This design comes from an exercise in tuning for small area and a short achievable clock period on the open sky130 flow, not from production work.

## raven
==> flow/design.v <==
module yuv422_to_rgb
(
    input       wire        clk     ,
    input       wire        cke     ,
    input       wire        yuv_hs  ,
    input       wire        yuv_vs  ,
    input       wire        yuv_de  ,
    input       wire [9 :0] yuv_y   ,
    input       wire [9 :0] yuv_c   ,
    output      wire        rgb_hs  ,
    output      wire        rgb_vs  ,
    output      wire        rgb_de  ,
    output      wire [23:0] rgb_dat
);
wire [7:0] y8 = yuv_y[9:2];
wire [7:0] c8 = yuv_c[9:2];
wire [7:0] y_cl = (y8[7:4] == 4'd0) ? 8'd16 : (y8 > 8'd235) ? 8'd235 : y8;
wire [7:0] c_cl = (c8[7:4] == 4'd0) ? 8'd16 : (c8[7:4] == 4'd15) ? 8'd239 : c8;
reg        cr;
reg  [7:0] s1_y, cbuf, s2_y, p_u, p_v;
reg [15:0] s3_t;      
reg [17:0] s3_p;      
reg [12:0] s3_m;      
reg [15:0] s3_b;      
reg  [7:0] s4_r, s4_g, s4_b, s5_r, s5_g, s5_b, s6_r, s6_g, s6_b;
reg  [2:0] sy1, sy2, sy3, sy4, sy5, sy6;
wire [15:0] tyh;
assign tyh[0] = 16'h0000 >> s2_y[7:4];
assign tyh[1] = 16'h0000 >> s2_y[7:4];
assign tyh[2] = 16'h0000 >> s2_y[7:4];
assign tyh[3] = 16'h0000 >> s2_y[7:4];
assign tyh[4] = 16'haaaa >> s2_y[7:4];
assign tyh[5] = 16'hcccc >> s2_y[7:4];
assign tyh[6] = 16'h5a5a >> s2_y[7:4];
assign tyh[7] = 16'h936c >> s2_y[7:4];
assign tyh[8] = 16'hb6da >> s2_y[7:4];
assign tyh[9] = 16'hdb6c >> s2_y[7:4];
assign tyh[10] = 16'h1c70 >> s2_y[7:4];
assign tyh[11] = 16'hb52a >> s2_y[7:4];
assign tyh[12] = 16'h264c >> s2_y[7:4];
assign tyh[13] = 16'h3870 >> s2_y[7:4];
assign tyh[14] = 16'h3f80 >> s2_y[7:4];
assign tyh[15] = 16'hc000 >> s2_y[7:4];
wire [11:0] tyl;
assign tyl[0] = 16'haaaa >> s2_y[3:0];
assign tyl[1] = 16'hcccc >> s2_y[3:0];
assign tyl[2] = 16'h5a5a >> s2_y[3:0];
assign tyl[3] = 16'h936c >> s2_y[3:0];
assign tyl[4] = 16'hb6da >> s2_y[3:0];
assign tyl[5] = 16'hdb6c >> s2_y[3:0];
assign tyl[6] = 16'h1c70 >> s2_y[3:0];
assign tyl[7] = 16'hb52a >> s2_y[3:0];
assign tyl[8] = 16'h264c >> s2_y[3:0];
assign tyl[9] = 16'h3870 >> s2_y[3:0];
assign tyl[10] = 16'h3f80 >> s2_y[3:0];
assign tyl[11] = 16'hc000 >> s2_y[3:0];
wire [17:0] tph;
assign tph[0] = 16'h0000 >> p_v[7:4];
assign tph[1] = 16'h0000 >> p_v[7:4];
assign tph[2] = 16'h0000 >> p_v[7:4];
assign tph[3] = 16'h0000 >> p_v[7:4];
assign tph[4] = 16'h2aaa >> p_v[7:4];
assign tph[5] = 16'h4ccc >> p_v[7:4];
assign tph[6] = 16'h0f0f >> p_v[7:4];
assign tph[7] = 16'h0ff0 >> p_v[7:4];
assign tph[8] = 16'h5aaa >> p_v[7:4];
assign tph[9] = 16'h3999 >> p_v[7:4];
assign tph[10] = 16'h52d2 >> p_v[7:4];
assign tph[11] = 16'h631c >> p_v[7:4];
assign tph[12] = 16'h294a >> p_v[7:4];
assign tph[13] = 16'h18c6 >> p_v[7:4];
assign tph[14] = 16'h2d6b >> p_v[7:4];
assign tph[15] = 16'h318c >> p_v[7:4];
assign tph[16] = 16'h41f0 >> p_v[7:4];
assign tph[17] = 16'h7e00 >> p_v[7:4];
wire [13:0] tpl;
assign tpl[0] = 16'haaaa >> p_v[3:0];
assign tpl[1] = 16'hcccc >> p_v[3:0];
assign tpl[2] = 16'hf0f0 >> p_v[3:0];
assign tpl[3] = 16'hff00 >> p_v[3:0];
assign tpl[4] = 16'haaaa >> p_v[3:0];
assign tpl[5] = 16'h6666 >> p_v[3:0];
assign tpl[6] = 16'hb4b4 >> p_v[3:0];
assign tpl[7] = 16'hc738 >> p_v[3:0];
assign tpl[8] = 16'had6a >> p_v[3:0];
assign tpl[9] = 16'h9ce6 >> p_v[3:0];
assign tpl[10] = 16'hd6b4 >> p_v[3:0];
assign tpl[11] = 16'he738 >> p_v[3:0];
assign tpl[12] = 16'h07c0 >> p_v[3:0];
assign tpl[13] = 16'hf800 >> p_v[3:0];
wire [8:0]  m_a = p_v + p_u;
wire [9:0]  m_b = {p_u, 1'b0} + p_u;
wire [18:0] sum_r = {1'b0, s3_t, 2'b00} + s3_p;
wire [19:0] sum_g = {1'b0, s3_t, 3'b000} - s3_p - {s3_m, 4'b0000} + 20'd417856;
wire [16:0] sum_b = s3_t + s3_b;
function [7:0] sat;
    input [9:0] z;
    sat = z[9] ? 8'd255 : (z[8] ? z[7:0] : 8'd0);
endfunction
always @(posedge clk) begin
    if (cke) begin
        cr   <= yuv_de & ~cr;
        s1_y <= y_cl;
        if (yuv_de & ~cr) cbuf <= c_cl;
        if (yuv_de &  cr) begin
            p_u <= cbuf;
            p_v <= c_cl;
        end
        s2_y <= s1_y;
        s3_t <= tyh + tyl;
        s3_p <= tph + tpl;
        s3_m <= m_a + {m_b, 3'b000};
        s3_b <= {p_u, 2'b00, p_u[7:2]} + {p_u, 1'b0} - 16'd2672;
        s4_r <= sat(sum_r[18:9]);
        s4_g <= sat(sum_g[19:10]);
        s4_b <= sat(sum_b[16:7]);
        s5_r <= s4_r; s5_g <= s4_g; s5_b <= s4_b;
        s6_r <= s5_r; s6_g <= s5_g; s6_b <= s5_b;
        sy1 <= {yuv_hs, yuv_vs, yuv_de};
        sy2 <= sy1; sy3 <= sy2; sy4 <= sy3; sy5 <= sy4; sy6 <= sy5;
    end
end
assign {rgb_hs, rgb_vs, rgb_de} = sy6;
assign rgb_dat = {s6_r, s6_g, s6_b};
endmodule
make LEC_CHECK=0 CAP_MARGIN=20 CORE_MARGIN=2 CORE_UTILIZATION=40 SETUP_SLACK_MARGIN=1.5 SLEW_MARGIN=20 finish   # period 4.5 ns
run.sh (not shown) runs the stock make flow with config.mk's settings and CLKGATE_MAP_FILE= SYNTH_SCRIPT=/design/flow/synth_recipe.tcl, a recipe that flattens the netlist after the stock synthesis.
The following lists how tundra was set up differently from raven:
--- a/flow/design.v
+++ b/flow/design.v
@@ -86,15 +86,13 @@
 assign tpl[9] = 16'h9ce6 >> p_v[3:0];
 assign tpl[10] = 16'hd6b4 >> p_v[3:0];
 assign tpl[11] = 16'he738 >> p_v[3:0];
 assign tpl[12] = 16'h07c0 >> p_v[3:0];
 assign tpl[13] = 16'hf800 >> p_v[3:0];
-wire [8:0]  m_a = p_v + p_u;
-wire [9:0]  m_b = {p_u, 1'b0} + p_u;
 wire [18:0] sum_r = {1'b0, s3_t, 2'b00} + s3_p;
 wire [19:0] sum_g = {1'b0, s3_t, 3'b000} - s3_p - {s3_m, 4'b0000} + 20'd417856;
-wire [16:0] sum_b = s3_t + s3_b;
+wire [16:0] sum_b = s3_t + s3_b - 17'd2672;
 function [7:0] sat;
     input [9:0] z;
     sat = z[9] ? 8'd255 : (z[8] ? z[7:0] : 8'd0);
 endfunction
 always @(posedge clk) begin
@@ -107,12 +105,12 @@
             p_v <= c_cl;
         end
         s2_y <= s1_y;
         s3_t <= tyh + tyl;
         s3_p <= tph + tpl;
-        s3_m <= m_a + {m_b, 3'b000};
-        s3_b <= {p_u, 2'b00, p_u[7:2]} + {p_u, 1'b0} - 16'd2672;
+        s3_m <= p_v + {p_u, 4'b0000} + {p_u, 3'b000} + p_u;
+        s3_b <= {p_u, 2'b00, p_u[7:2]} + {p_u, 1'b0};
         s4_r <= sat(sum_r[18:9]);
         s4_g <= sat(sum_g[19:10]);
         s4_b <= sat(sum_b[16:7]);
         s5_r <= s4_r; s5_g <= s4_g; s5_b <= s4_b;
         s6_r <= s5_r; s6_g <= s5_g; s6_b <= s5_b;
==> summary.txt <==
- NOTE total non-filler cell area in the finished layout raven->tundra decreased by a few percent
- tundra against raven: buffering stage count on the worst path with inverters included down 1, share of the clock period used by the worst path went down 6.0 points.
- tundra: time the worst path needs with I/O delays and setup 0.27 ns below raven
- Per the comparison of tundra with raven, number of non-clock inverters in the layout higher, post-cts repair resize count lower, number of library cell types mapped by synthesis higher, wire length per cell lower, wire length lower.
- Relative to raven, fmax increased by 8.6% in tundra.
- Number of standard cells in the layout, taps in and fillers out went down by a few percent going from raven to tundra.
- Looking only at layout overhead on the synthesized area, and setting everything else aside, the higher value of tundra and raven goes to raven.
- raven → tundra: full die area increased by 1.1% relative to the old numbers, multi-input logic portion of the cell area closely matched the old numbers.
No run of this note included a check of the RTL's function; only the layout flow was run.

re-timing with driven ports:
The results above use ideal ports. As a check the final layouts listed here were re-extracted and re-timed, cells and wires unchanged. Step 1 sets driving cells, clkbuf_16 on the clock port and buf_2 on the other inputs (assumed; they add their load-dependent delay and slew). Step 2, shift: input delay + t, output delay - t, t = (earliest + latest rising clock arrival at the registers) / 2. This alone moves slack from input paths to output paths. Slacks: ideal / step 1 / step 2; pairs: ideal / step 1.
| run | shift t [ns] | setup slack, ns | worst hold slack (ns) | slew at the worst register clock pin (ns) | pins driven straight from the clock port |
|---|---|---|---|---|---|
| raven | 0.479 | 1.128 / 1.128 / 1.128 | 0.416 / 0.416 / 0.416 | 0.08 / 0.08 | 1 |
| tundra | 0.488 | 1.396 / 1.396 / 1.396 | 0.417 / 0.417 / 0.417 | 0.08 / 0.08 | 1 |
After both steps setup and hold are still met in every run listed.
